Context: an optimization exercise on an open-source flow, tuned for small area and a short achievable clock period. The choices shown serve that exercise and are no tape-out recipe.
Only simulation tests tie the RTL to the original design; equivalence was not proved.
Power is estimated from default activity; no workload was simulated.

### flow/run.sh
#!/bin/bash
# synth_recipe.tcl (not shown) runs the flow's synth.tcl, then flattens the netlist and writes it again
# the make line also repeats each setting of config.mk as NAME=value (left out here)
make -C /OpenROAD-flow-scripts/flow DESIGN_CONFIG=/design/flow/config.mk WORK_HOME=/design/flow/orfs CLKGATE_MAP_FILE= SYNTH_SCRIPT=/design/flow/synth_recipe.tcl finish
### flow/design.v
`timescale 1ns / 1ps
module basic_pe_array_ws (clk, reset, a_vec, b_vec, c_vec);
parameter size=8, row=8, col=8;
input wire clk,reset;                                                
input wire [row*size-1:0] a_vec;                             
input wire [row*col*size-1:0] b_vec;                 
output wire [col*(row)*(2*size+1)-1:0] c_vec;                      
wire [size-1:0] wa [1:row*col];        
wire [2*size:0] wc [1:col*row];
wire [size-1:0] b [1:row*col];
genvar j;
generate
    for (j =1; j <= row; j=j+1) begin                 
        assign wa[col*(j-1)+1] = a_vec[size*(row-j+1)-1:size*(row-j)];
    end
endgenerate
genvar k;
generate
    for (k =1; k <= (row)*col; k=k+1) begin      
        if(k%col != 0) begin                        
            assign c_vec[(2*size+1)*(col*(row)-k+1)-1:(2*size+1)*(col*(row)-k)] = wc[k];
        end
        else if (k%col == 0) begin
            assign c_vec[(2*size+1)*(col*(row)-k+1)-1:(2*size+1)*(col*(row)-k)] = wc[k];
        end
    end
endgenerate
genvar n;
generate
    for (n =1; n <= row*col; n=n+1) begin
        assign b[n] = b_vec[size*(row*col-n+1)-1:size*(row*col-n)];
    end
endgenerate
genvar i;
generate 
    for (i=1; i<=row*col; i=i+1) begin: sa
        if (i < col) begin
            pe_ws pe (.clk(clk), .reset(reset), .in_a(wa[i]), .in_b(b[i]), .in_c(0), .out_a(wa[i+1]), .out_c(wc[i]));
        end    
        else if (i == col) begin
            pe_ws pe (.clk(clk), .reset(reset), .in_a(wa[i]), .in_b(b[i]), .in_c(0), .out_a(), .out_c(wc[i]));
        end        
        else if (i > col && (i)%col != 0) begin
            pe_ws pe (.clk(clk), .reset(reset), .in_a(wa[i]), .in_b(b[i]), .in_c(wc[i-row]), .out_a(wa[i+1]), .out_c(wc[i]));
        end
        else if(i%col ==0)begin
            pe_ws pe (.clk(clk), .reset(reset), .in_a(wa[i]), .in_b(b[i]), .in_c(wc[i-row]), .out_a(), .out_c(wc[i]));
        end
    end
endgenerate
endmodule
module pe_ws(clk,reset,in_a,in_b,in_c,out_a,out_c);  
parameter size=8;                  
input wire reset,clk;                    
input wire [size-1:0] in_a,in_b;    
input wire [2*size:0] in_c;  
output wire [2*size:0] out_c;        
output wire [size-1:0] out_a;  
reg [2*size:0] reg_c;
reg [size-1:0] reg_a, reg_b;
 always @(posedge clk)begin           
    if(reset) begin                      
      reg_a <= 0;
      reg_b <= 0;
      reg_c <= 0;
    end
    else begin                           
      reg_a <= in_a;
      reg_b <= in_b;
      reg_c <= in_c;
    end
 end
    assign out_a = reg_a;
    assign out_c = reg_a*reg_b + reg_c;
endmodule
### flow/constraint.sdc
create_clock -name core_clock -period 9.0 [get_ports {clk}]
set_input_delay 1.8000 -clock core_clock [delete_from_list [all_inputs] [get_ports {clk}]]
set_output_delay 1.8000 -clock core_clock [all_outputs]
set_load 0.01 [all_outputs]
### flow/config.mk
export PLATFORM = sky130hd
export DESIGN_NAME = basic_pe_array_ws
export DESIGN_NICKNAME = basic_pe_array_ws
export VERILOG_FILES = /design/flow/design.v
export SDC_FILE = /design/flow/constraint.sdc
export NUM_CORES = 4
export LEC_CHECK = 0
export CAP_MARGIN = 20
export CORE_MARGIN = 2
export CORE_UTILIZATION = 40
export SLEW_MARGIN = 20
==> results by group <==
Hold path
  • Worst Hold Depth: 2
  • Hold WC Path Type: reg2reg

Worst setup path
  • CP max FO: 8
  • FF-to-FF path depth: 24
  • CP required: 7200 ps
  • CP Class: reg2out
  • Critical path arrival: 6960 ps
  • FF-to-FF setup slack: 2490 ps
  • Critical path endpoint category: output pin
  • Worst setup SP type: flip-flop

Yosys
  • Adder-cell share of the synthesized area: 39.7%
  • Synth Warn #: 2
  • Syn Area/Cell: 9.12 µm²
  • Cell Area, Synth: 221000 µm²
  • Largest family of logic cells by synthesized area: adder cells
  • Top FF cell, synth: dfxtp_1
  • Post-synthesis xor/xnor area fraction: 6.04%
  • Asr flop ratio synth: 0%
  • Post-synthesis cell type count: 83
  • Synth Area in Compound Gates: 9.09%
  • Most frequent cell after synthesis: and2_1
  • Simple-gate share of the synthesized area: 20.6%
  • Seq/Total Area, Yosys: 17.8%
  • Multiplexer share of the synthesized area: 0.181%
  • Share of the synthesized area in the top cell type: 21.3%
  • Synthesized instance count: 24300
  • Synth Register Bits: 1968
  • Largest cells by area after synthesis: fa_1 (21%), ha_1 (18%), dfxtp_1 (18%)
  • EDFF count, synth: 0
  • Synth area leader: fa_1
  • Post-synth top cells: and2_1 (4077), inv_1 (3589), ha_1 (3246), fa_1 (2360), dfxtp_1 (1968)

Power
  • Peak supply drop: 0.000141 V
  • PD cells: 105 nW/µm²
  • Power Total: 27.2 mW
  • LEAKAGE: 136 nW

Floorplan
  • Die Ht: 748 µm
  • Die width: 748 µm
  • Row count: 273
  • I/O Pins: 1666
  • Core Area: 552000 µm²
  • Starting utilization of the core area: 40.1%
  • Die area: 559000 µm²

Place
  • IO buf count: 1657
  • DP Worst Slack: 764 ps
  • GPL Wtd Cong: 0.966
  • DP Wirelength: 632000 µm
  • Dpl cells: 33000

Layout
  • FILL cells: 53100
  • Layout Utilization: 47.0%
  • Synthesis-to-finish area growth: 17.3%
  • Final net count: 32300
  • Final cell count without fillers: 33900
  • Layout cells sized above 1: 4.87%

Route
  • Total routed wirelength: 744000 µm
  • Wire per inst: 21.9 µm
  • Iter 0 DRT Violations: 9700
  • Number of nets still failing antenna checks after routing: 0
  • DRC: 0
  • Vias/cell: 5.03
  • DR vias: 171000
  • DRT Pass-1 Iters: 6

Clocking
  • Worst-Skew Late Latency: 970 ps
  • H-tree depth: 5
  • Max Buffers Root-to-Sink: 4
  • Clk pin slew, worst setup/hold paths: 60 ps
  • CTS tree: done
  • TritonCTS sink count: 1968
  • Clock root buffer master: clkbuf_16
  • TritonCTS Buffers: 273

Global route
  • Largest net degree at the start of global routing: 190
  • Global-route wire length before repair: 1100000 µm
  • Antenna violations before repair: 206
  • Vias in the first global route: 172000
  • Overall Global Routing Usage: 26.1%
  • Grt total ovfl: 0

STA
  • Layout Skew: 46.6 ps
  • Final WS setup: 236 ps
  • Tmin final: 8760 ps
  • Max frequency: 114 MHz
  • Worst-Margin Slew: 1350 ps
  • RSZ-0062 raised after global routing: yes
  • Final period util: 97.4%
  • Final Hold Viols: 0
  • Setup violators final: 0
  • Max-Slew Margin vs Limit: 10.3%
  • Slew Limit Fails: 0

Status
  • Status: no timing/DRC/antenna violations

Run
  • Max-cap viol count: 0
## registers in the layout, summed over array words and instances (netlist names)
| name | flops |
|---|---|
| sa.genblk1.genblk1.pe.reg_a | 8 |
| sa.genblk1.genblk1.genblk1.pe.reg_b | 392 |
| sa.genblk1.genblk1.genblk1.pe.reg_a | 392 |
| sa.genblk1.genblk1.genblk1.genblk1.pe.reg_b | 56 |
| sa.genblk1.genblk1.genblk1.genblk1.pe.reg_a | 56 |
| sa.genblk1.pe.reg_a | 56 |
| sa.genblk1.genblk1.genblk1.pe.reg_c | 826 |
| sa.genblk1.genblk1.genblk1.genblk1.pe.reg_c | 118 |
| sa.genblk1.genblk1.pe.reg_b | 8 |
| sa.genblk1.pe.reg_b | 56 |
## timing repair
| action | in CTS | in global routing |
|---|---|---|
| endpoints found under the hold margin | 0 | 0 |
| buffers inserted | 1 | 38 |
| gates resized for setup | 145 | 615 |
| pin swaps | 6 | 64 |
| hold buffers | 0 | 0 |
| endpoints found under the setup margin | 83 | 221 |
## path summary, 6_finish.rpt
kind / start / to
setup reg to reg: sa[10].genblk1.genblk1.genblk1.pe.reg_a[5] / sa[18].genblk1.genblk1.genblk1.pe.reg_c[14]
setup / recovery: flip-flop / c_vec[692]
hold reg to reg: sa[47].genblk1.genblk1.genblk1.pe.reg_c[16] / sa[55].genblk1.genblk1.genblk1.pe.reg_c[16]
hold / removal: sa[47].genblk1.genblk1.genblk1.pe.reg_c[16] / sa[55].genblk1.genblk1.genblk1.pe.reg_c[16]
## power breakdown
group	leakage, nW	total, mW	internal, mW	switching [mW]
combinational	116	5.77	2.48	3.28
sequential	16.2	9.70	9.12	0.579
clock	4.65	11.7	7.01	4.68
## critical path, stage by stage, from the launching register on
cell,delay (ps)
dfxtp_1,520
nand2_1,130
fa_1,510
fa_1,500
inv_1,50
fa_1,480
inv_1,60
fa_1,480
inv_1,40
ha_1,330
a21oi_1,100
o21ai_0,330
a21oi_1,140
xnor2_1,140
ha_1,360
inv_1,130
o41ai_4,480
xor2_1,540
clkdlybuf4s50_1,670
## layout by cell type, fill, tap and decap left out, drive strengths merged, types with 40 or more instances in the layout
master / Yosys / routed
nor3: 184 / 184
nor2: 675 / 675
dfxtp: 1968 / 1968
o21ai: 517 / 517
nand2b: 80 / 80
o31ai: 40 / 40
diode: 0 / 373
nand4: 43 / 43
inv: 3589 / 3607
nand2: 1267 / 1267
clkinv: 0 / 69
xnor2: 1035 / 1035
a211oi: 96 / 96
a21o: 590 / 590
nor2b: 1420 / 1420
and2: 4078 / 4078
ha: 3246 / 3246
a41oi: 45 / 45
buf: 10 / 131
o21a: 143 / 143
fa: 2360 / 2360
a31oi: 126 / 126
clkdlybuf4s50: 0 / 1548
nand3: 182 / 182
o21bai: 212 / 212
xor2: 491 / 491
a21oi: 1057 / 1057
dlymetal6s2s: 0 / 81
clkbuf: 249 / 363
and3: 85 / 85
## metal layers
layer	track usage, %	vias to the layer above	share of wire, %
met5	0	-	0.050
met4	14.4	56	6.1
met1	34.3	83800	43
met2	40.3	4388	44
li1	-	81600	-
met3	5.09	1081	6.5
## kinds of logic after synthesis
logic type | after synthesis
and+or+nand+nor | 8135
DFF | 1968
other | 1
xor gates and xnor gates | 1526
AOI/OAI and AO/OA | 3140
adders and majority gates | 5606
buffers and inverters | 3848
muxes | 37
## stage by stage
stage	area (µm²)	setup TNS [ps]	hold slack, ps
4_1_cts	257000	0	512
2_1_floorplan	221000	0	480
3_3_place_gp	247000	0	494
6_report	260000	0	519
5_1_grt	259000	-310	535
3_5_place_dp	247000	0	505
## layout make-up
cell class	instances	area [µm²]	area share, %
timing repair buffer	1786	17800	6.86
sequential	1968	39800	15.3
antenna	373	933	0.360
clock inverter	134	1790	0.688
clock buffer	352	7710	2.97
multi-input combinational	18500	169000	65.1
inverter	3589	13500	5.19
tap	7287	9120	3.51

## re-timing with driven ports
The results above use ideal ports. As a check the final layout listed here was re-extracted and re-timed, cells and wires unchanged. Step 1: set_driving_cell puts a clkbuf_16 on clk and a buf_2 on each other input, an assumption about the parent block. Step 2, shift: input delay + t, output delay - t, t = (earliest + latest rising clock arrival at the registers) / 2. This alone moves slack from input paths to output paths. Slacks: ideal ports / drivers / drivers and shift; pairs: ideal ports / drivers.
t, ns: 1.072
setup WS [ns]: 0.236 / 0.111 / 1.183
clock arrival spread, ns: 0.054 / 0.054
worst register clock-pin slew, ns: 0.07 / 0.07
worst data-port slew with drivers (ns): 0.46
After both steps this run still meets setup and hold. For this run, drivers alone change the setup slack by -0.125 ns; drivers and shift together by +0.947 ns.
